What follows belongs to an exercise in optimizing a design on an open flow for small area and a short achievable clock period; a production flow would make more cautious choices. No functional check of the RTL was part of any run shown here.

==> flow/design.v, too long to show whole: its modules and the start of the top module <==
// module mas_radix_encoder: 25 lines
// module mas_radix_xnor: 3 lines
// module mas_radix_sel: 3 lines
// module mas_radix_adder: 10 lines
// module mas_radix_pfx_a: 3 lines
// module mas_radix_pfx_ap: 4 lines
// module mas_radix_pfx_o: 3 lines
// module mas_radix_pfx_op: 4 lines
// module mas_radix_nand2: 3 lines
// module mas_radix_inv: 3 lines
// module mas_radix_fa1: 4 lines
// module mas_radix_ha: 9 lines
// module mas_mul_radix_top: 2309 lines
module mas_mul_radix_top (
  input               clk,
  input               rstn,
  input        [31:0] in1,
  input        [31:0] in2,
  output logic [63:0] res
);
  // ...
==> flow/flow/run.sh <==
#!/bin/bash
# Own layout flow: the standard synthesis and layout, with the port
# buffers made from plain buffers (buffer_ports -buffer_cell) instead of the
# cell buffer_ports picks by itself.  Each tool's output goes to a log here.
set -euo pipefail
bash standard.sh synth > synth.log 2>&1
bash standard.sh "BUFFER_PORTS_ARGS=-buffer_cell sky130_fd_sc_hd__buf_2" finish > layout.log 2>&1
==> flow/standard.sh <==
#!/bin/bash
# synth_recipe.tcl (not shown) runs the flow's synth.tcl, then flattens the netlist and writes it again
# the make line also repeats each setting of config.mk as NAME=value (left out here)
make -C /OpenROAD-flow-scripts/flow DESIGN_CONFIG=/design/flow/config.mk WORK_HOME=/design/flow/orfs CLKGATE_MAP_FILE= SYNTH_SCRIPT=/design/flow/synth_recipe.tcl "${@:-finish}"
==> flow/config.mk <==
export PLATFORM = sky130hd
export DESIGN_NAME = mas_mul_radix_top
export DESIGN_NICKNAME = mas_mul_radix_top
export VERILOG_FILES = /design/flow/design.v
export SDC_FILE = /design/flow/constraint.sdc
export NUM_CORES = 4
export LEC_CHECK = 0
export CAP_MARGIN = 30
export CORE_MARGIN = 2
export CORE_UTILIZATION = 60
export SETUP_SLACK_MARGIN = 5
export SLEW_MARGIN = 50
export SYNTH_HIERARCHICAL = 1
export SYNTH_MINIMUM_KEEP_SIZE = 0
==> flow/constraint.sdc <==
create_clock -name core_clock -period 13.5 [get_ports {clk}]
set_input_delay 2.7000 -clock core_clock [delete_from_list [all_inputs] [get_ports {clk}]]
set_output_delay 2.7000 -clock core_clock [all_outputs]
set_load 0.01 [all_outputs]
==> flow_metrics.tcl, run 1 <==
set metrics [dict create \
    use_met3_pct 13.7 \
    synth-compound-area-share_pct 20.6 \
    worstMarginPinSlew_ns 0.797 \
    dr_total_vias 21600 \
    antenna_found_initial 1 \
    synth_area_um2 24000 \
    grt_pass1_wl_mm 142 \
    crit_fanout 38 \
    cp_common_cell "fa_1" \
    critical_path_class "in -> reg" \
    startpoint_type "input pin" \
    wl_met2_mm 42.9 \
    fin_tns_setup_ns 0 \
    cts_max_path_buffers 2 \
    synth_mux_area_share_pct 0 \
    multi_input_cells 2113 \
    io_buffers 129 \
    synth-xor-area-share_pct 21.0 \
    final_common_cell "xnor2_1" \
    buffer_area_share_pct 5.77 \
    drt_first_pass_iters 6 \
    cts.sinks 64 \
    cts-root-buf "clkbuf_16" \
    grt_max_degree 65 \
    drt_iter0_markers 2513 \
    critPathLaunch "in2[13]" \
    status "finished clean" \
]
==> run 2, diff against run 1 <==
--- a/flow/design.v
+++ b/flow/design.v
@@ -1596,77 +1596,77 @@
 mas_radix_adder fa51 (.a(pp34[2]), .b(pp37[0]), .ci(ng38), .s(s202), .co(c203));
 mas_radix_adder fa52 (.a(pp7[21]), .b(pp10[19]), .ci(pp13[17]), .s(s204), .co(c205));
 mas_radix_adder fa53 (.a(pp16[15]), .b(pp19[13]), .ci(pp22[11]), .s(s206), .co(c207));
 mas_radix_adder fa54 (.a(pp25[9]), .b(pp28[7]), .ci(pp31[5]), .s(s208), .co(c209));
 mas_radix_adder fa55 (.a(pp34[3]), .b(pp37[1]), .ci(c50), .s(s210), .co(c211));
 mas_radix_adder fa56 (.a(pp16[16]), .b(pp19[14]), .ci(pp22[12]), .s(s212), .co(c213));
 mas_radix_adder fa57 (.a(pp25[10]), .b(pp28[8]), .ci(pp31[6]), .s(s214), .co(c215));
 mas_radix_adder fa58 (.a(pp34[4]), .b(pp37[2]), .ci(pp40[0]), .s(s216), .co(c217));
-mas_radix_adder fa59 (.a(ng41), .b(c52), .ci(s55), .s(s218), .co(c219));
+mas_radix_adder fa59 (.a(c52), .b(ng41), .ci(s55), .s(s218), .co(c219));
 mas_radix_adder fa60 (.a(pp16[17]), .b(pp19[15]), .ci(pp22[13]), .s(s220), .co(c221));
 mas_radix_adder fa61 (.a(pp25[11]), .b(pp28[9]), .ci(pp31[7]), .s(s222), .co(c223));
 mas_radix_adder fa62 (.a(pp34[5]), .b(pp37[3]), .ci(pp40[1]), .s(s224), .co(c225));
 mas_radix_adder fa63 (.a(c56), .b(s59), .ci(c54), .s(s226), .co(c227));
 mas_radix_adder fa64 (.a(pp25[12]), .b(pp28[10]), .ci(pp31[8]), .s(s228), .co(c229));
 mas_radix_adder fa65 (.a(pp34[6]), .b(pp37[4]), .ci(pp40[2]), .s(s230), .co(c231));
-mas_radix_adder fa66 (.a(pp43[0]), .b(ng44), .ci(c60), .s(s232), .co(c233));
+mas_radix_adder fa66 (.a(pp43[0]), .b(c60), .ci(ng44), .s(s232), .co(c233));
 mas_radix_adder fa67 (.a(s65), .b(c58), .ci(s61), .s(s234), .co(c235));
 mas_radix_adder fa68 (.a(pp25[13]), .b(pp28[11]), .ci(pp31[9]), .s(s236), .co(c237));
 mas_radix_adder fa69 (.a(pp34[7]), .b(pp37[5]), .ci(pp40[3]), .s(s238), .co(c239));
 mas_radix_adder fa70 (.a(pp43[1]), .b(c66), .ci(s71), .s(s240), .co(c241));
 mas_radix_adder fa71 (.a(c62), .b(c64), .ci(s67), .s(s242), .co(c243));
 mas_radix_adder fa72 (.a(pp34[8]), .b(pp37[6]), .ci(pp40[4]), .s(s244), .co(c245));
-mas_radix_adder fa73 (.a(pp43[2]), .b(pp46[0]), .ci(ng47), .s(s246), .co(c247));
-mas_radix_adder fa74 (.a(c72), .b(s79), .ci(c68), .s(s248), .co(c249));
+mas_radix_adder fa73 (.a(pp43[2]), .b(pp46[0]), .ci(c72), .s(s246), .co(c247));
+mas_radix_adder fa74 (.a(ng47), .b(s79), .ci(c68), .s(s248), .co(c249));
 mas_radix_adder fa75 (.a(c70), .b(s73), .ci(s75), .s(s250), .co(c251));
 mas_radix_adder fa76 (.a(pp34[9]), .b(pp37[7]), .ci(pp40[5]), .s(s252), .co(c253));
 mas_radix_adder fa77 (.a(pp43[3]), .b(pp46[1]), .ci(c80), .s(s254), .co(c255));
 mas_radix_adder fa78 (.a(s87), .b(c74), .ci(c76), .s(s256), .co(c257));
 mas_radix_adder fa79 (.a(c78), .b(s81), .ci(s83), .s(s258), .co(c259));
 mas_radix_adder fa80 (.a(pp34[10]), .b(pp37[8]), .ci(pp40[6]), .s(s260), .co(c261));
 mas_radix_adder fa81 (.a(pp43[4]), .b(pp46[2]), .ci(c88), .s(s262), .co(c263));
 mas_radix_adder fa82 (.a(c82), .b(c84), .ci(c86), .s(s264), .co(c265));
 mas_radix_adder fa83 (.a(s89), .b(s91), .ci(s93), .s(s266), .co(c267));
 mas_radix_adder fa84 (.a(pp40[7]), .b(pp43[5]), .ci(pp46[3]), .s(s268), .co(c269));
-mas_radix_adder fa85 (.a(nn3), .b(s97), .ci(s105), .s(s270), .co(c271));
+mas_radix_adder fa85 (.a(s97), .b(s105), .ci(nn3), .s(s270), .co(c271));
 mas_radix_adder fa86 (.a(c90), .b(c92), .ci(c94), .s(s272), .co(c273));
 mas_radix_adder fa87 (.a(c96), .b(s99), .ci(s101), .s(s274), .co(c275));
 mas_radix_adder fa88 (.a(pp40[8]), .b(pp43[6]), .ci(pp46[4]), .s(s276), .co(c277));
 mas_radix_adder fa89 (.a(c98), .b(c106), .ci(s107), .s(s278), .co(c279));
 mas_radix_adder fa90 (.a(s115), .b(c100), .ci(c102), .s(s280), .co(c281));
 mas_radix_adder fa91 (.a(c104), .b(s109), .ci(s111), .s(s282), .co(c283));
 mas_radix_adder fa92 (.a(pp40[9]), .b(pp43[7]), .ci(pp46[5]), .s(s284), .co(c285));
-mas_radix_adder fa93 (.a(nn6), .b(c108), .ci(c116), .s(s286), .co(c287));
+mas_radix_adder fa93 (.a(c108), .b(c116), .ci(nn6), .s(s286), .co(c287));
 mas_radix_adder fa94 (.a(c110), .b(c112), .ci(c114), .s(s288), .co(c289));
 mas_radix_adder fa95 (.a(s117), .b(s119), .ci(s121), .s(s290), .co(c291));
 mas_radix_adder fa96 (.a(pp34[14]), .b(pp37[12]), .ci(pp40[10]), .s(s292), .co(c293));
 mas_radix_adder fa97 (.a(pp43[8]), .b(pp46[6]), .ci(s125), .s(s294), .co(c295));
 mas_radix_adder fa98 (.a(s131), .b(c118), .ci(c120), .s(s296), .co(c297));
 mas_radix_adder fa99 (.a(c122), .b(c124), .ci(s127), .s(s298), .co(c299));
 mas_radix_adder fa100 (.a(pp34[15]), .b(pp37[13]), .ci(pp40[11]), .s(s300), .co(c301));
-mas_radix_adder fa101 (.a(pp43[9]), .b(pp46[7]), .ci(nn9), .s(s302), .co(c303));
-mas_radix_adder fa102 (.a(c126), .b(c132), .ci(c128), .s(s304), .co(c305));
+mas_radix_adder fa101 (.a(pp43[9]), .b(pp46[7]), .ci(c126), .s(s302), .co(c303));
+mas_radix_adder fa102 (.a(c132), .b(nn9), .ci(c128), .s(s304), .co(c305));
 mas_radix_adder fa103 (.a(c130), .b(s133), .ci(s135), .s(s306), .co(c307));
 mas_radix_adder fa104 (.a(pp28[20]), .b(pp31[18]), .ci(pp34[16]), .s(s308), .co(c309));
 mas_radix_adder fa105 (.a(pp37[14]), .b(pp40[12]), .ci(pp43[10]), .s(s310), .co(c311));
 mas_radix_adder fa106 (.a(pp46[8]), .b(s139), .ci(s143), .s(s312), .co(c313));
 mas_radix_adder fa107 (.a(c134), .b(c136), .ci(c138), .s(s314), .co(c315));
 mas_radix_adder fa108 (.a(pp28[21]), .b(pp31[19]), .ci(pp34[17]), .s(s316), .co(c317));
 mas_radix_adder fa109 (.a(pp37[15]), .b(pp40[13]), .ci(pp43[11]), .s(s318), .co(c319));
-mas_radix_adder fa110 (.a(pp46[9]), .b(nn12), .ci(c140), .s(s320), .co(c321));
-mas_radix_adder fa111 (.a(c144), .b(c142), .ci(s145), .s(s322), .co(c323));
+mas_radix_adder fa110 (.a(pp46[9]), .b(c140), .ci(c144), .s(s320), .co(c321));
+mas_radix_adder fa111 (.a(nn12), .b(c142), .ci(s145), .s(s322), .co(c323));
 mas_radix_adder fa112 (.a(pp22[26]), .b(pp25[24]), .ci(pp28[22]), .s(s324), .co(c325));
 mas_radix_adder fa113 (.a(pp31[20]), .b(pp34[18]), .ci(pp37[16]), .s(s326), .co(c327));
 mas_radix_adder fa114 (.a(pp40[14]), .b(pp43[12]), .ci(pp46[10]), .s(s328), .co(c329));
 mas_radix_adder fa115 (.a(s149), .b(s151), .ci(c146), .s(s330), .co(c331));
 mas_radix_adder fa116 (.a(pp22[27]), .b(pp25[25]), .ci(pp28[23]), .s(s332), .co(c333));
 mas_radix_adder fa117 (.a(pp31[21]), .b(pp34[19]), .ci(pp37[17]), .s(s334), .co(c335));
 mas_radix_adder fa118 (.a(pp40[15]), .b(pp43[13]), .ci(pp46[11]), .s(s336), .co(c337));
-mas_radix_adder fa119 (.a(nn15), .b(c150), .ci(c152), .s(s338), .co(c339));
+mas_radix_adder fa119 (.a(c150), .b(c152), .ci(nn15), .s(s338), .co(c339));
 mas_radix_adder fa120 (.a(s155), .b(pp16[32]), .ci(pp19[30]), .s(s340), .co(c341));
 mas_radix_adder fa121 (.a(pp22[28]), .b(pp25[26]), .ci(pp28[24]), .s(s342), .co(c343));
 mas_radix_adder fa122 (.a(pp31[22]), .b(pp34[20]), .ci(pp37[18]), .s(s344), .co(c345));
 mas_radix_adder fa123 (.a(pp40[16]), .b(pp43[14]), .ci(pp46[12]), .s(s346), .co(c347));
 mas_radix_adder fa124 (.a((in1[10] & in2[31])), .b((in1[11] & in2[31])), .ci(pp19[31]), .s(s348), .co(c349));
 mas_radix_adder fa125 (.a(pp22[29]), .b(pp25[27]), .ci(pp28[25]), .s(s350), .co(c351));
 mas_radix_adder fa126 (.a(pp31[23]), .b(pp34[21]), .ci(pp37[19]), .s(s352), .co(c353));
 mas_radix_adder fa127 (.a(pp40[17]), .b(pp43[15]), .ci(pp46[13]), .s(s354), .co(c355));
@@ -1700,111 +1700,111 @@
 mas_radix_ha ha30 (.a(pp19[3]), .b(pp22[1]), .s(s409), .co(c410));
 mas_radix_adder fa143 (.a(pp7[12]), .b(pp10[10]), .ci(pp13[8]), .s(s411), .co(c412));
 mas_radix_adder fa144 (.a(pp16[6]), .b(pp19[4]), .ci(pp22[2]), .s(s413), .co(c414));
 mas_radix_adder fa145 (.a(pp25[0]), .b(ng26), .ci(s156), .s(s415), .co(c416));
 mas_radix_adder fa146 (.a(pp7[13]), .b(pp10[11]), .ci(pp13[9]), .s(s417), .co(c418));
 mas_radix_adder fa147 (.a(pp16[7]), .b(pp19[5]), .ci(pp22[3]), .s(s419), .co(c420));
 mas_radix_adder fa148 (.a(pp25[1]), .b(c157), .ci(s158), .s(s421), .co(c422));
 mas_radix_adder fa149 (.a(pp16[8]), .b(pp19[6]), .ci(pp22[4]), .s(s423), .co(c424));
-mas_radix_adder fa150 (.a(pp25[2]), .b(pp28[0]), .ci(ng29), .s(s425), .co(c426));
-mas_radix_adder fa151 (.a(c159), .b(s162), .ci(s160), .s(s427), .co(c428));
+mas_radix_adder fa150 (.a(pp25[2]), .b(pp28[0]), .ci(c159), .s(s425), .co(c426));
+mas_radix_adder fa151 (.a(ng29), .b(s162), .ci(s160), .s(s427), .co(c428));
 mas_radix_adder fa152 (.a(pp16[9]), .b(pp19[7]), .ci(pp22[5]), .s(s429), .co(c430));
 mas_radix_adder fa153 (.a(pp25[3]), .b(pp28[1]), .ci(c163), .s(s431), .co(c432));
 mas_radix_adder fa154 (.a(s166), .b(c161), .ci(s164), .s(s433), .co(c434));
 mas_radix_adder fa155 (.a(pp25[4]), .b(pp28[2]), .ci(pp31[0]), .s(s435), .co(c436));
-mas_radix_adder fa156 (.a(ng32), .b(c167), .ci(s172), .s(s437), .co(c438));
+mas_radix_adder fa156 (.a(c167), .b(ng32), .ci(s172), .s(s437), .co(c438));
 mas_radix_adder fa157 (.a(c165), .b(s168), .ci(s170), .s(s439), .co(c440));
 mas_radix_adder fa158 (.a(pp25[5]), .b(pp28[3]), .ci(pp31[1]), .s(s441), .co(c442));
 mas_radix_adder fa159 (.a(c173), .b(s178), .ci(c169), .s(s443), .co(c444));
 mas_radix_adder fa160 (.a(c171), .b(s174), .ci(s176), .s(s445), .co(c446));
-mas_radix_adder fa161 (.a(pp34[0]), .b(ng35), .ci(c179), .s(s447), .co(c448));
+mas_radix_adder fa161 (.a(pp34[0]), .b(c179), .ci(ng35), .s(s447), .co(c448));
 mas_radix_adder fa162 (.a(s186), .b(c175), .ci(c177), .s(s449), .co(c450));
 mas_radix_adder fa163 (.a(s180), .b(s182), .ci(s184), .s(s451), .co(c452));
 mas_radix_adder fa164 (.a(pp34[1]), .b(c187), .ci(s194), .s(s453), .co(c454));
 mas_radix_adder fa165 (.a(c181), .b(c183), .ci(c185), .s(s455), .co(c456));
 mas_radix_adder fa166 (.a(s188), .b(s190), .ci(s192), .s(s457), .co(c458));
 mas_radix_adder fa167 (.a(c195), .b(s49), .ci(c189), .s(s459), .co(c460));
 mas_radix_adder fa168 (.a(c191), .b(c193), .ci(s196), .s(s461), .co(c462));
 mas_radix_adder fa169 (.a(s198), .b(s200), .ci(s202), .s(s463), .co(c464));
 mas_radix_adder fa170 (.a(s51), .b(c197), .ci(c199), .s(s465), .co(c466));
-mas_radix_adder fa171 (.a(c201), .b(c203), .ci(s204), .s(s467), .co(c468));
-mas_radix_adder fa172 (.a(s206), .b(s208), .ci(s210), .s(s469), .co(c470));
+mas_radix_adder fa171 (.a(c201), .b(s204), .ci(s206), .s(s467), .co(c468));
+mas_radix_adder fa172 (.a(s208), .b(c203), .ci(s210), .s(s469), .co(c470));
 mas_radix_adder fa173 (.a(c205), .b(c207), .ci(c209), .s(s471), .co(c472));
 mas_radix_adder fa174 (.a(s212), .b(s214), .ci(s216), .s(s473), .co(c474));
 mas_radix_adder fa175 (.a(s53), .b(c211), .ci(s218), .s(s475), .co(c476));
 mas_radix_adder fa176 (.a(c213), .b(c215), .ci(c217), .s(s477), .co(c478));
 mas_radix_adder fa177 (.a(s220), .b(s222), .ci(s224), .s(s479), .co(c480));
 mas_radix_adder fa178 (.a(s57), .b(c219), .ci(s226), .s(s481), .co(c482));
 mas_radix_adder fa179 (.a(c221), .b(c223), .ci(c225), .s(s483), .co(c484));
 mas_radix_adder fa180 (.a(s228), .b(s230), .ci(s63), .s(s485), .co(c486));
 mas_radix_adder fa181 (.a(s232), .b(c227), .ci(s234), .s(s487), .co(c488));
 mas_radix_adder fa182 (.a(c229), .b(c231), .ci(s236), .s(s489), .co(c490));
 mas_radix_adder fa183 (.a(s238), .b(s69), .ci(c233), .s(s491), .co(c492));
 mas_radix_adder fa184 (.a(s240), .b(c235), .ci(s242), .s(s493), .co(c494));
 mas_radix_adder fa185 (.a(c237), .b(c239), .ci(s244), .s(s495), .co(c496));
-mas_radix_adder fa186 (.a(s246), .b(s77), .ci(c241), .s(s497), .co(c498));
+mas_radix_adder fa186 (.a(s77), .b(s246), .ci(c241), .s(s497), .co(c498));
 mas_radix_adder fa187 (.a(c243), .b(s248), .ci(s250), .s(s499), .co(c500));
-mas_radix_adder fa188 (.a(c245), .b(c247), .ci(s252), .s(s501), .co(c502));
-mas_radix_adder fa189 (.a(s85), .b(s254), .ci(c249), .s(s503), .co(c504));
+mas_radix_adder fa188 (.a(c245), .b(s252), .ci(s85), .s(s501), .co(c502));
+mas_radix_adder fa189 (.a(c247), .b(s254), .ci(c249), .s(s503), .co(c504));
 mas_radix_adder fa190 (.a(c251), .b(s256), .ci(s258), .s(s505), .co(c506));
 mas_radix_adder fa191 (.a(c253), .b(s260), .ci(s95), .s(s507), .co(c508));
 mas_radix_adder fa192 (.a(c255), .b(s262), .ci(c257), .s(s509), .co(c510));
 mas_radix_adder fa193 (.a(c259), .b(s264), .ci(s266), .s(s511), .co(c512));
 mas_radix_adder fa194 (.a(c261), .b(s268), .ci(s103), .s(s513), .co(c514));
 mas_radix_adder fa195 (.a(c263), .b(s270), .ci(c265), .s(s515), .co(c516));
 mas_radix_adder fa196 (.a(c267), .b(s272), .ci(s274), .s(s517), .co(c518));
 mas_radix_adder fa197 (.a(c269), .b(s276), .ci(s113), .s(s519), .co(c520));
-mas_radix_adder fa198 (.a(c271), .b(s278), .ci(c273), .s(s521), .co(c522));
+mas_radix_adder fa198 (.a(s278), .b(c271), .ci(c273), .s(s521), .co(c522));
 mas_radix_adder fa199 (.a(c275), .b(s280), .ci(s282), .s(s523), .co(c524));
 mas_radix_adder fa200 (.a(c277), .b(s284), .ci(s123), .s(s525), .co(c526));
 mas_radix_adder fa201 (.a(c279), .b(s286), .ci(c281), .s(s527), .co(c528));
 mas_radix_adder fa202 (.a(c283), .b(s288), .ci(s290), .s(s529), .co(c530));
 mas_radix_adder fa203 (.a(c285), .b(s292), .ci(s129), .s(s531), .co(c532));
-mas_radix_adder fa204 (.a(c287), .b(s294), .ci(c289), .s(s533), .co(c534));
+mas_radix_adder fa204 (.a(s294), .b(c287), .ci(c289), .s(s533), .co(c534));
 mas_radix_adder fa205 (.a(s296), .b(c291), .ci(s298), .s(s535), .co(c536));
 mas_radix_adder fa206 (.a(c293), .b(s300), .ci(s137), .s(s537), .co(c538));
-mas_radix_adder fa207 (.a(s302), .b(c295), .ci(c297), .s(s539), .co(c540));
+mas_radix_adder fa207 (.a(c295), .b(s302), .ci(c297), .s(s539), .co(c540));
 mas_radix_adder fa208 (.a(c299), .b(s304), .ci(s306), .s(s541), .co(c542));
-mas_radix_adder fa209 (.a(c301), .b(c303), .ci(s308), .s(s543), .co(c544));
-mas_radix_adder fa210 (.a(s310), .b(s141), .ci(s312), .s(s545), .co(c546));
+mas_radix_adder fa209 (.a(c301), .b(s308), .ci(s310), .s(s543), .co(c544));
+mas_radix_adder fa210 (.a(s141), .b(c303), .ci(s312), .s(s545), .co(c546));
 mas_radix_adder fa211 (.a(c305), .b(c307), .ci(s314), .s(s547), .co(c548));
 mas_radix_adder fa212 (.a(c309), .b(c311), .ci(s316), .s(s549), .co(c550));
-mas_radix_adder fa213 (.a(s318), .b(s147), .ci(s320), .s(s551), .co(c552));
-mas_radix_adder fa214 (.a(c313), .b(c315), .ci(s322), .s(s553), .co(c554));
+mas_radix_adder fa213 (.a(s318), .b(s147), .ci(c313), .s(s551), .co(c552));
+mas_radix_adder fa214 (.a(s320), .b(c315), .ci(s322), .s(s553), .co(c554));
 mas_radix_adder fa215 (.a(c317), .b(c319), .ci(c148), .s(s555), .co(c556));
 mas_radix_adder fa216 (.a(s324), .b(s326), .ci(s328), .s(s557), .co(c558));
 mas_radix_adder fa217 (.a(c321), .b(c323), .ci(s330), .s(s559), .co(c560));
 mas_radix_adder fa218 (.a(c325), .b(c327), .ci(c329), .s(s561), .co(c562));
 mas_radix_adder fa219 (.a(s153), .b(s332), .ci(s334), .s(s563), .co(c564));
-mas_radix_adder fa220 (.a(s336), .b(s338), .ci(c331), .s(s565), .co(c566));
+mas_radix_adder fa220 (.a(s336), .b(c331), .ci(s338), .s(s565), .co(c566));
 mas_radix_adder fa221 (.a(c154), .b(c333), .ci(c335), .s(s567), .co(c568));
 mas_radix_adder fa222 (.a(c337), .b(s340), .ci(s342), .s(s569), .co(c570));
 mas_radix_adder fa223 (.a(s344), .b(s346), .ci(c339), .s(s571), .co(c572));
 mas_radix_adder fa224 (.a(nn18), .b(c341), .ci(c343), .s(s573), .co(c574));
 mas_radix_adder fa225 (.a(c345), .b(c347), .ci(s348), .s(s575), .co(c576));
 mas_radix_adder fa226 (.a(s350), .b(s352), .ci(s354), .s(s577), .co(c578));
 mas_radix_adder fa227 (.a(pp46[14]), .b(s356), .ci(s362), .s(s579), .co(c580));
 mas_radix_adder fa228 (.a(c349), .b(c351), .ci(c353), .s(s581), .co(c582));
 mas_radix_adder fa229 (.a(c355), .b(s358), .ci(s360), .s(s583), .co(c584));
-mas_radix_adder fa230 (.a(pp46[15]), .b(nn21), .ci(c357), .s(s585), .co(c586));
-mas_radix_adder fa231 (.a(c363), .b(c359), .ci(c361), .s(s587), .co(c588));
+mas_radix_adder fa230 (.a(pp46[15]), .b(c357), .ci(c363), .s(s585), .co(c586));
+mas_radix_adder fa231 (.a(nn21), .b(c359), .ci(c361), .s(s587), .co(c588));
 mas_radix_adder fa232 (.a(s364), .b(s366), .ci(s368), .s(s589), .co(c590));
 mas_radix_adder fa233 (.a(pp40[20]), .b(pp43[18]), .ci(pp46[16]), .s(s591), .co(c592));
 mas_radix_adder fa234 (.a(s370), .b(s374), .ci(c365), .s(s593), .co(c594));
 mas_radix_adder fa235 (.a(c367), .b(c369), .ci(s372), .s(s595), .co(c596));
 mas_radix_adder fa236 (.a(pp40[21]), .b(pp43[19]), .ci(pp46[17]), .s(s597), .co(c598));
-mas_radix_adder fa237 (.a(nn24), .b(c371), .ci(c375), .s(s599), .co(c600));
+mas_radix_adder fa237 (.a(c371), .b(c375), .ci(nn24), .s(s599), .co(c600));
 mas_radix_adder fa238 (.a(c373), .b(s376), .ci(s378), .s(s601), .co(c602));
 mas_radix_adder fa239 (.a(pp34[26]), .b(pp37[24]), .ci(pp40[22]), .s(s603), .co(c604));
 mas_radix_adder fa240 (.a(pp43[20]), .b(pp46[18]), .ci(s380), .s(s605), .co(c606));
 mas_radix_adder fa241 (.a(s382), .b(c377), .ci(c379), .s(s607), .co(c608));
 mas_radix_adder fa242 (.a(pp34[27]), .b(pp37[25]), .ci(pp40[23]), .s(s609), .co(c610));
-mas_radix_adder fa243 (.a(pp43[21]), .b(pp46[19]), .ci(nn27), .s(s611), .co(c612));
-mas_radix_adder fa244 (.a(c381), .b(c383), .ci(s384), .s(s613), .co(c614));
+mas_radix_adder fa243 (.a(pp43[21]), .b(pp46[19]), .ci(c381), .s(s611), .co(c612));
+mas_radix_adder fa244 (.a(c383), .b(nn27), .ci(s384), .s(s613), .co(c614));
 mas_radix_adder fa245 (.a(s386), .b(pp28[32]), .ci(pp31[30]), .s(s615), .co(c616));
 mas_radix_adder fa246 (.a(pp34[28]), .b(pp37[26]), .ci(pp40[24]), .s(s617), .co(c618));
 mas_radix_adder fa247 (.a(pp43[22]), .b(pp46[20]), .ci(c385), .s(s619), .co(c620));
 mas_radix_adder fa248 (.a((in1[18] & in2[31])), .b((in1[19] & in2[31])), .ci(pp31[31]), .s(s621), .co(c622));
 mas_radix_adder fa249 (.a(pp34[29]), .b(pp37[27]), .ci(pp40[25]), .s(s623), .co(c624));
 mas_radix_adder fa250 (.a(pp43[23]), .b(pp46[21]), .ci(nn30), .s(s625), .co(c626));
 mas_radix_fa1 f1s627 (.a((in1[20] & in2[31])), .b(pp31[32]), .s(s627), .co(c628));
 mas_radix_adder fa251 (.a(pp34[30]), .b(pp37[28]), .ci(pp40[26]), .s(s629), .co(c630));
@@ -1820,44 +1820,44 @@
 mas_radix_adder fa255 (.a(pp1[8]), .b(pp4[6]), .ci(pp7[4]), .s(s648), .co(c649));
 mas_radix_ha ha35 (.a(pp10[2]), .b(pp13[0]), .s(s650), .co(c651));
 mas_radix_adder fa256 (.a(pp1[9]), .b(pp4[7]), .ci(pp7[5]), .s(s652), .co(c653));
 mas_radix_ha ha36 (.a(pp10[3]), .b(pp13[1]), .s(s654), .co(c655));
 mas_radix_adder fa257 (.a(pp7[6]), .b(pp10[4]), .ci(pp13[2]), .s(s656), .co(c657));
 mas_radix_adder fa258 (.a(pp16[0]), .b(ng17), .ci(s387), .s(s658), .co(c659));
 mas_radix_adder fa259 (.a(pp7[7]), .b(pp10[5]), .ci(pp13[3]), .s(s660), .co(c661));
 mas_radix_adder fa260 (.a(pp16[1]), .b(c388), .ci(s389), .s(s662), .co(c663));
-mas_radix_adder fa261 (.a(pp16[2]), .b(pp19[0]), .ci(ng20), .s(s664), .co(c665));
-mas_radix_adder fa262 (.a(c390), .b(s393), .ci(s391), .s(s666), .co(c667));
+mas_radix_adder fa261 (.a(pp16[2]), .b(pp19[0]), .ci(c390), .s(s664), .co(c665));
+mas_radix_adder fa262 (.a(ng20), .b(s393), .ci(s391), .s(s666), .co(c667));
 mas_radix_adder fa263 (.a(pp16[3]), .b(pp19[1]), .ci(c394), .s(s668), .co(c669));
 mas_radix_adder fa264 (.a(s397), .b(c392), .ci(s395), .s(s670), .co(c671));
-mas_radix_adder fa265 (.a(ng23), .b(c398), .ci(s403), .s(s672), .co(c673));
+mas_radix_adder fa265 (.a(c398), .b(ng23), .ci(s403), .s(s672), .co(c673));
 mas_radix_adder fa266 (.a(c396), .b(s399), .ci(s401), .s(s674), .co(c675));
 mas_radix_adder fa267 (.a(c404), .b(s409), .ci(c400), .s(s676), .co(c677));
 mas_radix_adder fa268 (.a(c402), .b(s405), .ci(s407), .s(s678), .co(c679));
 mas_radix_adder fa269 (.a(c410), .b(c406), .ci(c408), .s(s680), .co(c681));
 mas_radix_adder fa270 (.a(s411), .b(s413), .ci(s415), .s(s682), .co(c683));
 mas_radix_adder fa271 (.a(c412), .b(c414), .ci(s417), .s(s684), .co(c685));
 mas_radix_adder fa272 (.a(s419), .b(c416), .ci(s421), .s(s686), .co(c687));
 mas_radix_adder fa273 (.a(c418), .b(c420), .ci(s423), .s(s688), .co(c689));
 mas_radix_adder fa274 (.a(s425), .b(c422), .ci(s427), .s(s690), .co(c691));
-mas_radix_adder fa275 (.a(c424), .b(c426), .ci(s429), .s(s692), .co(c693));
+mas_radix_adder fa275 (.a(c424), .b(s429), .ci(c426), .s(s692), .co(c693));
 mas_radix_adder fa276 (.a(s431), .b(c428), .ci(s433), .s(s694), .co(c695));
 mas_radix_adder fa277 (.a(c430), .b(s435), .ci(c432), .s(s696), .co(c697));
 mas_radix_adder fa278 (.a(s437), .b(c434), .ci(s439), .s(s698), .co(c699));
 mas_radix_adder fa279 (.a(c436), .b(s441), .ci(c438), .s(s700), .co(c701));
 mas_radix_adder fa280 (.a(s443), .b(c440), .ci(s445), .s(s702), .co(c703));
 mas_radix_adder fa281 (.a(c442), .b(s447), .ci(c444), .s(s704), .co(c705));
 mas_radix_adder fa282 (.a(c446), .b(s449), .ci(s451), .s(s706), .co(c707));
 mas_radix_adder fa283 (.a(c448), .b(s453), .ci(c450), .s(s708), .co(c709));
 mas_radix_adder fa284 (.a(c452), .b(s455), .ci(s457), .s(s710), .co(c711));
 mas_radix_adder fa285 (.a(c454), .b(c456), .ci(s459), .s(s712), .co(c713));
 mas_radix_adder fa286 (.a(c458), .b(s461), .ci(s463), .s(s714), .co(c715));
 mas_radix_adder fa287 (.a(c460), .b(c462), .ci(s465), .s(s716), .co(c717));
-mas_radix_adder fa288 (.a(c464), .b(s467), .ci(s469), .s(s718), .co(c719));
+mas_radix_adder fa288 (.a(s467), .b(c464), .ci(s469), .s(s718), .co(c719));
 mas_radix_adder fa289 (.a(c466), .b(c468), .ci(s471), .s(s720), .co(c721));
 mas_radix_adder fa290 (.a(s473), .b(c470), .ci(s475), .s(s722), .co(c723));
 mas_radix_adder fa291 (.a(c472), .b(c474), .ci(s477), .s(s724), .co(c725));
 mas_radix_adder fa292 (.a(s479), .b(c476), .ci(s481), .s(s726), .co(c727));
 mas_radix_adder fa293 (.a(c478), .b(c480), .ci(s483), .s(s728), .co(c729));
 mas_radix_adder fa294 (.a(s485), .b(c482), .ci(s487), .s(s730), .co(c731));
 mas_radix_adder fa295 (.a(c484), .b(c486), .ci(s489), .s(s732), .co(c733));
 mas_radix_adder fa296 (.a(s491), .b(c488), .ci(s493), .s(s734), .co(c735));
@@ -1874,63 +1874,63 @@
 mas_radix_adder fa307 (.a(c520), .b(s525), .ci(c522), .s(s756), .co(c757));
 mas_radix_adder fa308 (.a(s527), .b(c524), .ci(s529), .s(s758), .co(c759));
 mas_radix_adder fa309 (.a(c526), .b(s531), .ci(c528), .s(s760), .co(c761));
 mas_radix_adder fa310 (.a(s533), .b(c530), .ci(s535), .s(s762), .co(c763));
 mas_radix_adder fa311 (.a(c532), .b(s537), .ci(c534), .s(s764), .co(c765));
 mas_radix_adder fa312 (.a(s539), .b(c536), .ci(s541), .s(s766), .co(c767));
 mas_radix_adder fa313 (.a(c538), .b(s543), .ci(c540), .s(s768), .co(c769));
 mas_radix_adder fa314 (.a(s545), .b(c542), .ci(s547), .s(s770), .co(c771));
-mas_radix_adder fa315 (.a(c544), .b(s549), .ci(s551), .s(s772), .co(c773));
-mas_radix_adder fa316 (.a(c546), .b(c548), .ci(s553), .s(s774), .co(c775));
+mas_radix_adder fa315 (.a(c544), .b(s549), .ci(c546), .s(s772), .co(c773));
+mas_radix_adder fa316 (.a(s551), .b(c548), .ci(s553), .s(s774), .co(c775));
 mas_radix_adder fa317 (.a(c550), .b(s555), .ci(s557), .s(s776), .co(c777));
 mas_radix_adder fa318 (.a(c552), .b(c554), .ci(s559), .s(s778), .co(c779));
 mas_radix_adder fa319 (.a(c556), .b(c558), .ci(s561), .s(s780), .co(c781));
-mas_radix_adder fa320 (.a(s563), .b(s565), .ci(c560), .s(s782), .co(c783));
+mas_radix_adder fa320 (.a(s563), .b(c560), .ci(s565), .s(s782), .co(c783));
 mas_radix_adder fa321 (.a(c562), .b(c564), .ci(s567), .s(s784), .co(c785));
-mas_radix_adder fa322 (.a(s569), .b(s571), .ci(c566), .s(s786), .co(c787));
+mas_radix_adder fa322 (.a(s569), .b(c566), .ci(s571), .s(s786), .co(c787));
 mas_radix_adder fa323 (.a(c568), .b(c570), .ci(s573), .s(s788), .co(c789));
 mas_radix_adder fa324 (.a(s575), .b(s577), .ci(c572), .s(s790), .co(c791));
 mas_radix_adder fa325 (.a(s579), .b(c574), .ci(c576), .s(s792), .co(c793));
 mas_radix_adder fa326 (.a(s581), .b(c578), .ci(s583), .s(s794), .co(c795));
-mas_radix_adder fa327 (.a(s585), .b(c580), .ci(c582), .s(s796), .co(c797));
+mas_radix_adder fa327 (.a(c580), .b(s585), .ci(c582), .s(s796), .co(c797));
 mas_radix_adder fa328 (.a(c584), .b(s587), .ci(s589), .s(s798), .co(c799));
 mas_radix_adder fa329 (.a(s591), .b(c586), .ci(c588), .s(s800), .co(c801));
 mas_radix_adder fa330 (.a(s593), .b(c590), .ci(s595), .s(s802), .co(c803));
-mas_radix_adder fa331 (.a(c592), .b(s597), .ci(s599), .s(s804), .co(c805));
-mas_radix_adder fa332 (.a(c594), .b(c596), .ci(s601), .s(s806), .co(c807));
-mas_radix_adder fa333 (.a(c598), .b(s603), .ci(c600), .s(s808), .co(c809));
-mas_radix_adder fa334 (.a(s605), .b(c602), .ci(s607), .s(s810), .co(c811));
-mas_radix_adder fa335 (.a(c604), .b(s609), .ci(s611), .s(s812), .co(c813));
-mas_radix_adder fa336 (.a(c606), .b(c608), .ci(s613), .s(s814), .co(c815));
-mas_radix_adder fa337 (.a(c610), .b(c612), .ci(s615), .s(s816), .co(c817));
-mas_radix_adder fa338 (.a(s617), .b(c614), .ci(s619), .s(s818), .co(c819));
+mas_radix_adder fa331 (.a(c592), .b(s597), .ci(c594), .s(s804), .co(c805));
+mas_radix_adder fa332 (.a(s599), .b(c596), .ci(s601), .s(s806), .co(c807));
+mas_radix_adder fa333 (.a(c598), .b(s603), .ci(s605), .s(s808), .co(c809));
+mas_radix_adder fa334 (.a(c600), .b(c602), .ci(s607), .s(s810), .co(c811));
+mas_radix_adder fa335 (.a(c604), .b(s609), .ci(c606), .s(s812), .co(c813));
+mas_radix_adder fa336 (.a(s611), .b(c608), .ci(s613), .s(s814), .co(c815));
+mas_radix_adder fa337 (.a(c610), .b(s615), .ci(s617), .s(s816), .co(c817));
+mas_radix_adder fa338 (.a(c612), .b(c614), .ci(s619), .s(s818), .co(c819));
 mas_radix_adder fa339 (.a(c616), .b(c618), .ci(s621), .s(s820), .co(c821));
-mas_radix_adder fa340 (.a(s623), .b(s625), .ci(c620), .s(s822), .co(c823));
+mas_radix_adder fa340 (.a(s623), .b(c620), .ci(s625), .s(s822), .co(c823));
 mas_radix_adder fa341 (.a(s627), .b(s631), .ci(c622), .s(s824), .co(c825));
-mas_radix_adder fa342 (.a(c624), .b(c626), .ci(s629), .s(s826), .co(c827));
-mas_radix_adder fa343 (.a(nn33), .b(c628), .ci(c632), .s(s828), .co(c829));
+mas_radix_adder fa342 (.a(c624), .b(s629), .ci(c626), .s(s826), .co(c827));
+mas_radix_adder fa343 (.a(c628), .b(c632), .ci(nn33), .s(s828), .co(c829));
 mas_radix_adder fa344 (.a(c630), .b(s633), .ci(s635), .s(s830), .co(c831));
 mas_radix_adder fa345 (.a(pp43[26]), .b(pp46[24]), .ci(s637), .s(s832), .co(c833));
 mas_radix_adder fa346 (.a(s639), .b(c634), .ci(c636), .s(s834), .co(c835));
-mas_radix_adder fa347 (.a(pp43[27]), .b(pp46[25]), .ci(nn36), .s(s836), .co(c837));
-mas_radix_adder fa348 (.a(c638), .b(c640), .ci(s641), .s(s838), .co(c839));
+mas_radix_adder fa347 (.a(pp43[27]), .b(pp46[25]), .ci(c638), .s(s836), .co(c837));
+mas_radix_adder fa348 (.a(c640), .b(nn36), .ci(s641), .s(s838), .co(c839));
 mas_radix_adder fa349 (.a(s643), .b(pp37[32]), .ci(pp40[30]), .s(s840), .co(c841));
 mas_radix_adder fa350 (.a(pp43[28]), .b(pp46[26]), .ci(c642), .s(s842), .co(c843));
 mas_radix_adder fa351 (.a((in1[24] & in2[31])), .b((in1[25] & in2[31])), .ci(pp40[31]), .s(s844), .co(c845));
 mas_radix_adder fa352 (.a(pp43[29]), .b(pp46[27]), .ci(nn39), .s(s846), .co(c847));
 mas_radix_fa1 f1s848 (.a((in1[26] & in2[31])), .b(pp40[32]), .s(s848), .co(c849));
 mas_radix_ha ha37 (.a(pp43[30]), .b(pp46[28]), .s(s850), .co(c851));
 mas_radix_adder fa353 (.a((in1[27] & in2[31])), .b(pp43[31]), .ci(pp46[29]), .s(s852), .co(c853));
 mas_radix_inv is854 (.a((in1[28] & in2[31])), .y(s854));
 mas_radix_ha ha38 (.a(pp1[4]), .b(pp4[2]), .s(s855), .co(c856));
 mas_radix_ha ha39 (.a(pp1[5]), .b(pp4[3]), .s(s857), .co(c858));
 mas_radix_adder fa354 (.a(pp7[2]), .b(pp10[0]), .ci(ng11), .s(s859), .co(c860));
 mas_radix_adder fa355 (.a(pp7[3]), .b(pp10[1]), .ci(c645), .s(s861), .co(c862));
-mas_radix_adder fa356 (.a(ng14), .b(c647), .ci(s650), .s(s863), .co(c864));
+mas_radix_adder fa356 (.a(c647), .b(ng14), .ci(s650), .s(s863), .co(c864));
 mas_radix_adder fa357 (.a(c651), .b(s654), .ci(c649), .s(s865), .co(c866));
 mas_radix_adder fa358 (.a(c655), .b(c653), .ci(s656), .s(s867), .co(c868));
 mas_radix_adder fa359 (.a(c657), .b(s660), .ci(c659), .s(s869), .co(c870));
 mas_radix_adder fa360 (.a(c661), .b(s664), .ci(c663), .s(s871), .co(c872));
 mas_radix_adder fa361 (.a(c665), .b(s668), .ci(c667), .s(s873), .co(c874));
 mas_radix_adder fa362 (.a(c669), .b(s672), .ci(c671), .s(s875), .co(c876));
 mas_radix_adder fa363 (.a(c673), .b(s676), .ci(c675), .s(s877), .co(c878));
 mas_radix_adder fa364 (.a(c677), .b(c679), .ci(s680), .s(s879), .co(c880));
@@ -1954,34 +1954,34 @@
 mas_radix_adder fa382 (.a(c749), .b(s752), .ci(c751), .s(s915), .co(c916));
 mas_radix_adder fa383 (.a(c753), .b(s756), .ci(c755), .s(s917), .co(c918));
 mas_radix_adder fa384 (.a(c757), .b(s760), .ci(c759), .s(s919), .co(c920));
 mas_radix_adder fa385 (.a(c761), .b(s764), .ci(c763), .s(s921), .co(c922));
 mas_radix_adder fa386 (.a(c765), .b(s768), .ci(c767), .s(s923), .co(c924));
 mas_radix_adder fa387 (.a(c769), .b(s772), .ci(c771), .s(s925), .co(c926));
 mas_radix_adder fa388 (.a(s776), .b(c773), .ci(c775), .s(s927), .co(c928));
 mas_radix_adder fa389 (.a(c777), .b(s780), .ci(c779), .s(s929), .co(c930));
-mas_radix_adder fa390 (.a(c781), .b(s784), .ci(s786), .s(s931), .co(c932));
+mas_radix_adder fa390 (.a(c781), .b(s784), .ci(c783), .s(s931), .co(c932));
 mas_radix_adder fa391 (.a(c785), .b(s788), .ci(s790), .s(s933), .co(c934));
-mas_radix_adder fa392 (.a(c789), .b(s792), .ci(c791), .s(s935), .co(c936));
+mas_radix_adder fa392 (.a(c789), .b(s792), .ci(s794), .s(s935), .co(c936));
 mas_radix_adder fa393 (.a(c793), .b(s796), .ci(c795), .s(s937), .co(c938));
 mas_radix_adder fa394 (.a(c797), .b(s800), .ci(c799), .s(s939), .co(c940));
-mas_radix_adder fa395 (.a(s804), .b(c801), .ci(c803), .s(s941), .co(c942));
-mas_radix_adder fa396 (.a(c805), .b(s808), .ci(c807), .s(s943), .co(c944));
-mas_radix_adder fa397 (.a(s812), .b(c809), .ci(c811), .s(s945), .co(c946));
-mas_radix_adder fa398 (.a(c813), .b(s816), .ci(c815), .s(s947), .co(c948));
-mas_radix_adder fa399 (.a(c817), .b(s820), .ci(s822), .s(s949), .co(c950));
-mas_radix_adder fa400 (.a(c821), .b(s824), .ci(s826), .s(s951), .co(c952));
-mas_radix_adder fa401 (.a(s828), .b(c825), .ci(c827), .s(s953), .co(c954));
-mas_radix_adder fa402 (.a(c829), .b(s832), .ci(c831), .s(s955), .co(c956));
-mas_radix_adder fa403 (.a(s836), .b(c833), .ci(c835), .s(s957), .co(c958));
-mas_radix_adder fa404 (.a(c837), .b(s840), .ci(c839), .s(s959), .co(c960));
-mas_radix_adder fa405 (.a(c841), .b(s844), .ci(s846), .s(s961), .co(c962));
+mas_radix_adder fa395 (.a(c801), .b(s804), .ci(c803), .s(s941), .co(c942));
+mas_radix_adder fa396 (.a(s808), .b(c805), .ci(c807), .s(s943), .co(c944));
+mas_radix_adder fa397 (.a(c809), .b(s812), .ci(c811), .s(s945), .co(c946));
+mas_radix_adder fa398 (.a(s816), .b(c813), .ci(c815), .s(s947), .co(c948));
+mas_radix_adder fa399 (.a(c817), .b(s820), .ci(c819), .s(s949), .co(c950));
+mas_radix_adder fa400 (.a(c821), .b(s824), .ci(c823), .s(s951), .co(c952));
+mas_radix_adder fa401 (.a(c825), .b(s828), .ci(s830), .s(s953), .co(c954));
+mas_radix_adder fa402 (.a(s832), .b(c829), .ci(c831), .s(s955), .co(c956));
+mas_radix_adder fa403 (.a(c833), .b(s836), .ci(c835), .s(s957), .co(c958));
+mas_radix_adder fa404 (.a(s840), .b(c837), .ci(c839), .s(s959), .co(c960));
+mas_radix_adder fa405 (.a(c841), .b(s844), .ci(c843), .s(s961), .co(c962));
 mas_radix_adder fa406 (.a(s848), .b(s850), .ci(c845), .s(s963), .co(c964));
-mas_radix_adder fa407 (.a(nn42), .b(c849), .ci(c851), .s(s965), .co(c966));
+mas_radix_adder fa407 (.a(c849), .b(c851), .ci(nn42), .s(s965), .co(c966));
 mas_radix_adder fa408 (.a(s854), .b(pp43[32]), .ci(pp46[30]), .s(s967), .co(c968));
 mas_radix_adder fa409 (.a((in1[28] & in2[31])), .b((in1[29] & in2[31])), .ci(pp46[31]), .s(s969), .co(c970));
 mas_radix_inv is971 (.a((in1[30] & in2[31])), .y(s971));
 mas_radix_ha ha40 (.a(pp1[2]), .b(pp4[0]), .s(s972), .co(c973));
 mas_radix_ha ha41 (.a(pp1[3]), .b(pp4[1]), .s(s974), .co(c975));
 mas_radix_adder fa410 (.a(pp7[0]), .b(ng8), .ci(s855), .s(s976), .co(c977));
 mas_radix_adder fa411 (.a(pp7[1]), .b(c856), .ci(s857), .s(s978), .co(c979));
 mas_radix_adder fa412 (.a(c858), .b(s644), .ci(s859), .s(s980), .co(c981));
@@ -2015,34 +2015,34 @@
 mas_radix_adder fa440 (.a(s754), .b(c914), .ci(s915), .s(s1036), .co(c1037));
 mas_radix_adder fa441 (.a(s758), .b(c916), .ci(s917), .s(s1038), .co(c1039));
 mas_radix_adder fa442 (.a(s762), .b(c918), .ci(s919), .s(s1040), .co(c1041));
 mas_radix_adder fa443 (.a(s766), .b(c920), .ci(s921), .s(s1042), .co(c1043));
 mas_radix_adder fa444 (.a(s770), .b(c922), .ci(s923), .s(s1044), .co(c1045));
 mas_radix_adder fa445 (.a(s774), .b(c924), .ci(s925), .s(s1046), .co(c1047));
 mas_radix_adder fa446 (.a(s778), .b(c926), .ci(s927), .s(s1048), .co(c1049));
 mas_radix_adder fa447 (.a(s782), .b(c928), .ci(s929), .s(s1050), .co(c1051));
-mas_radix_adder fa448 (.a(c783), .b(s931), .ci(c930), .s(s1052), .co(c1053));
+mas_radix_adder fa448 (.a(s786), .b(c930), .ci(s931), .s(s1052), .co(c1053));
 mas_radix_adder fa449 (.a(c787), .b(s933), .ci(c932), .s(s1054), .co(c1055));
-mas_radix_adder fa450 (.a(s794), .b(c934), .ci(s935), .s(s1056), .co(c1057));
+mas_radix_adder fa450 (.a(c791), .b(s935), .ci(c934), .s(s1056), .co(c1057));
 mas_radix_adder fa451 (.a(s798), .b(c936), .ci(s937), .s(s1058), .co(c1059));
 mas_radix_adder fa452 (.a(s802), .b(c938), .ci(s939), .s(s1060), .co(c1061));
 mas_radix_adder fa453 (.a(s806), .b(c940), .ci(s941), .s(s1062), .co(c1063));
 mas_radix_adder fa454 (.a(s810), .b(c942), .ci(s943), .s(s1064), .co(c1065));
 mas_radix_adder fa455 (.a(s814), .b(c944), .ci(s945), .s(s1066), .co(c1067));
 mas_radix_adder fa456 (.a(s818), .b(c946), .ci(s947), .s(s1068), .co(c1069));
-mas_radix_adder fa457 (.a(c819), .b(c948), .ci(s949), .s(s1070), .co(c1071));
-mas_radix_adder fa458 (.a(c823), .b(s951), .ci(c950), .s(s1072), .co(c1073));
-mas_radix_adder fa459 (.a(s830), .b(c952), .ci(s953), .s(s1074), .co(c1075));
+mas_radix_adder fa457 (.a(s822), .b(c948), .ci(s949), .s(s1070), .co(c1071));
+mas_radix_adder fa458 (.a(s826), .b(c950), .ci(s951), .s(s1072), .co(c1073));
+mas_radix_adder fa459 (.a(c827), .b(s953), .ci(c952), .s(s1074), .co(c1075));
 mas_radix_adder fa460 (.a(s834), .b(c954), .ci(s955), .s(s1076), .co(c1077));
 mas_radix_adder fa461 (.a(s838), .b(c956), .ci(s957), .s(s1078), .co(c1079));
 mas_radix_adder fa462 (.a(s842), .b(c958), .ci(s959), .s(s1080), .co(c1081));
-mas_radix_adder fa463 (.a(c843), .b(s961), .ci(c960), .s(s1082), .co(c1083));
+mas_radix_adder fa463 (.a(s846), .b(c960), .ci(s961), .s(s1082), .co(c1083));
 mas_radix_adder fa464 (.a(c847), .b(s963), .ci(c962), .s(s1084), .co(c1085));
-mas_radix_adder fa465 (.a(s852), .b(s965), .ci(c964), .s(s1086), .co(c1087));
+mas_radix_adder fa465 (.a(s852), .b(c964), .ci(s965), .s(s1086), .co(c1087));
 mas_radix_adder fa466 (.a(c853), .b(s967), .ci(c966), .s(s1088), .co(c1089));
 mas_radix_adder fa467 (.a(nn45), .b(c968), .ci(s969), .s(s1090), .co(c1091));
 mas_radix_adder fa468 (.a(s971), .b(pp46[32]), .ci(c970), .s(s1092), .co(c1093));
 mas_radix_adder fa469 (.a((in1[30] & in2[31])), .b((in1[31] & in2[31])), .ci(nn48), .s(s1094), .co(c1095));
 wire [63:0] opx = {c1093, c1091, c1089, c1087, c1085, c1083, c1081, c1079, c1077, c1075, c1073, c1071, c1069, c1067, c1065, c1063, c1061, c1059, c1057, c1055, c1053, c1051, c1049, c1047, c1045, c1043, c1041, c1039, c1037, c1035, c1033, c1031, c1029, c1027, c1025, c1023, c1021, c1019, c1017, c1015, c1013, c1011, c1009, c1007, c1005, c1003, c1001, c999, c997, c995, c993, c991, c989, c987, c985, c983, c981, c979, c977, c975, c973, s972, pp1[1], pp1[0]};
 wire [63:0] opy = {s1094, s1092, s1090, s1088, s1086, s1084, s1082, s1080, s1078, s1076, s1074, s1072, s1070, s1068, s1066, s1064, s1062, s1060, s1058, s1056, s1054, s1052, s1050, s1048, s1046, s1044, s1042, s1040, s1038, s1036, s1034, s1032, s1030, s1028, s1026, s1024, s1022, s1020, s1018, s1016, s1014, s1012, s1010, s1008, s1006, s1004, s1002, s1000, s998, s996, s994, s992, s990, s988, s986, s984, s982, s980, s978, s976, s974, ng5, 1'b0, ng2};
 wire [63:0] g0, p0;
 mas_radix_ha pg0 (.a(pp1[0]), .b(ng2), .s(p0[0]), .co(g0[0]));
==> run 2 against run 1 <==
  * Area after synthesis is the same
  * Routed wire length shrank 1.2%
  * Worst hold slack gained 0.0076 ns
  * Critical path depth unchanged
  * Clock-buffer cell count did not move
  * Die area unchanged
  * Flip-flop and latch count stayed put
  * Worst setup slack gained 0.098 ns
  * Critical path type unchanged
  * Critical endpoint is now res[45]
==> flow_metrics.tcl, run 2 <==
set metrics [dict create \
    worstMarginPinSlew_ns 0.819 \
    drt_iter0_markers 2868 \
    place_area_um2 25900 \
    cts_max_path_buffers 2 \
    yosysMostFrequentCell "xnor2_1" \
    synth_commonest_cells "xnor2_1, o22ai_1, fa_1, ha_1, a21oi_2" \
    async_flop_share_pct 100 \
    final_cell_mix "xnor2_1, o22ai_1, fa_1" \
    hold_violations 0 \
    synthCells 2290 \
    cap_violations 0 \
    finalInstanceArea_um2 27000 \
    grtUsageTotal_pct 46.5 \
    final.min_clock_period_ns 8.41 \
    slew_headroom_pct 45.4 \
    largest_reg_flops 64 \
    critical_path_required_ns 13.78 \
    fin_tns_setup_ns 0 \
    synth.top_cells.by_area "fa_1, xnor2_1, o22ai_1, ha_1, dfrtp_1" \
    io_pins 130 \
    viasPerCell 7.08 \
    cts-root-buf "clkbuf_16" \
    drt-wirelength-per-cell_um 31.8 \
    overflow 0 \
    area_growth_pct 12.5 \
    wl_mm 96.2 \
    reg_top3 "res: 64 flops" \
    drv_slew 0 \
    grt_pass1_wl_mm 140 \
    synth_top_area_share_pct 39.1 \
    yosysUniqueCellTypes 17 \
    io_buffers 129 \
    antennaDiodeCount 0 \
    startpoint_type "input pin" \
    setup_viol 0 \
    cts_buffers 9 \
    grt_pass1_vias 21900 \
    min_path_type "in -> async" \
    crit_fanout 38 \
    ys_ff_latch 64 \
    antenna_found_initial 0 \
    critical_path_class "in -> reg" \
    synth_seq_area_share_pct 6.67 \
    synth_area_um2 24000 \
    final_common_cell "xnor2_1" \
    drive_gt1_share_pct 18.6 \
    die_y_um 204 \
    synth_edf_count 0 \
    cts_htree_levels 3 \
    start_util_pct 60.6 \
    cp.arrival_ns 8.69 \
    synth_top_area_cell "fa_1" \
    core_um2 39600 \
    dr_total_vias 21400 \
    setup.worst_path.end_class "flip-flop" \
    grt_max_degree 67 \
    place.gp.congestion 1.01 \
    rows 73 \
    regMostFlops "res" \
    synth_ff_type "dfrtp_1" \
    remaining_drc_errors 0 \
    grt_setup_unrepaired "yes" \
    finalCritPeriodShare_pct 62.3 \
    fin_nets 3159 \
    drt_first_pass_iters 8 \
    fmax_ghz 0.119 \
    syn_area_per_cell_um2 10.5 \
    drtAntennaViolNets 0 \
    status "finished clean" \
    die_area_um2 41600 \
    ys_warn_count 7 \
    die-width_um 204 \
    cts.sinks 64 \
    cts_tree "yes" \
    dpl.hpwl_mm 73.6 \
    clk_pin_slew_ns 0.06 \
]
[run 2: changes by cell type in the layout (fill, tap and decap cells not counted), sizes merged]
cell,previous run,this run
diode,1,0
bufinv,0,3
inv,113,112
clkinv,6,1
buf,182,187
clkinvlp,1,4
clkbuf,13,14
[run 2: worst paths after layout]
check / from / endpoint / slack, ns / cells past startpoint
max in group asynchronous: rstn / res[35] / 10.74 / 1
max: in2[25] / res[45] / 5.09 / 20
min: rstn / res[4] / 2.32 / 1
min in group core_clock: in2[1] / res[1] / 3.26 / 5
[run 2: modules after synthesis (local to each module, per instance), excerpt]
module / copies in the design / area [µm²]
mas_radix_xnor: 512 / 8.76
mas_radix_adder: 469 / 20.0
mas_radix_ha: 104 / 12.5
mas_radix_inv: 37 / 3.75
mas_radix_sel: 528 / 6.26
mas_radix_encoder: 16 / 41.3
[run 2: critical path, stage by stage]
cell	delay, ns
buf_2	0.10
buf_12	0.26
ha_1	0.31
clkinvlp_4	0.24
buf_6	0.29
o22ai_1	0.15
fa_1	0.52
fa_1	0.54
fa_1	0.58
fa_1	0.44
fa_1	0.59
ha_1	0.42
nand2_1	0.22
nor2_2	0.26
nand2_1	0.15
nor2_2	0.22
nand2_1	0.12
o21ai_4	0.26
a21oi_2	0.10
xnor2_1	0.19
[run 2: kinds of logic after synthesis]
| group | share of synthesized area, % |
|---|---|
| compound gates | 20.6 |
| fa+ha+maj | 45.9 |
| xor+xnor | 21.0 |
| simple gates | 4.02 |
| buf+inv | 1.83 |
| flops | 6.67 |
| other cells | 0.0156 |
[run 2: layout make-up]
| cell class | instances | area [µm²] |
|---|---|---|
| clock buffers | 9 | 225 |
| clock inverters | 7 | 125 |
| fillers | 3187 | 12600 |
| inverters | 113 | 449 |
| multi-input cells | 2113 | 22200 |
| flip-flops and latches | 64 | 1600 |
| well taps | 525 | 657 |
| repair buffers | 192 | 1710 |
[run 2: repair_timing]
| action | 4_1_cts | 5_1_grt |
|---|---|---|
| setup endpoints to repair | 35 | 33 |
| hold buffers | 0 | 0 |
| pin swaps | 0 | 2 |
| resized for setup | 71 | 66 |
| setup buffers | 1 | 5 |
| cloned | 0 | 3 |
[run 2: metal layers]
metal	vias up	wire (µm)	GRT usage, %
met3	389	15400	20.0
met5	-	0	0
met2	1804	39300	66.4
li1	8679	-	-
met4	0	6970	26.2
met1	10500	34400	59.3
[run 2: stage by stage]
stage	setup WS, ns	cells	util, %	hold WS [ns]
3_5_place_dp	3.67	2997	65.4	2.73
6_report	5.09	3023	68.1	2.32
2_1_floorplan	5.02	2293	-	2.40
5_1_grt	4.98	3023	68.1	2.37
4_1_cts	5.00	3014	67.1	2.34
3_3_place_gp	3.58	2990	64.9	2.84

==> afterwards: timing with drivers on the ports <==
The flow's constraints put no driver on any port. The routed layouts listed below were extracted and timed again, unchanged, in two steps. Step 1 (the two cells are an assumption about what drives the block):
set clk [get_ports {clk}]
set_driving_cell -lib_cell sky130_fd_sc_hd__clkbuf_16 $clk
set_driving_cell -lib_cell sky130_fd_sc_hd__buf_2 [delete_from_list [all_inputs] $clk]
Step 2 times the ports against the registers' clock, not the clock port: input delays grow and output delays shrink by t, the midpoint of the rising clock arrivals with the driver on. Three values: no drivers, after step 1, after step 2; two values: the first two.
| run | shift t [ns] | slack for setup (ns) | clock arrival spread, ns | worst register clock-pin slew, ns | pins driven straight from the clock port |
|---|---|---|---|---|---|
| run 1 | 0.414 | 4.991 / 5.014 / 4.600 | 0.016 / 0.017 | 0.07 / 0.07 | 1 |
| run 2 | 0.411 | 5.089 / 5.116 / 4.705 | 0.020 / 0.019 | 0.07 / 0.07 | 1 |
After both steps every run listed still meets setup and hold. For run 1, which loses most, drivers alone change the setup slack by +0.023 ns; drivers and shift together by -0.391 ns.
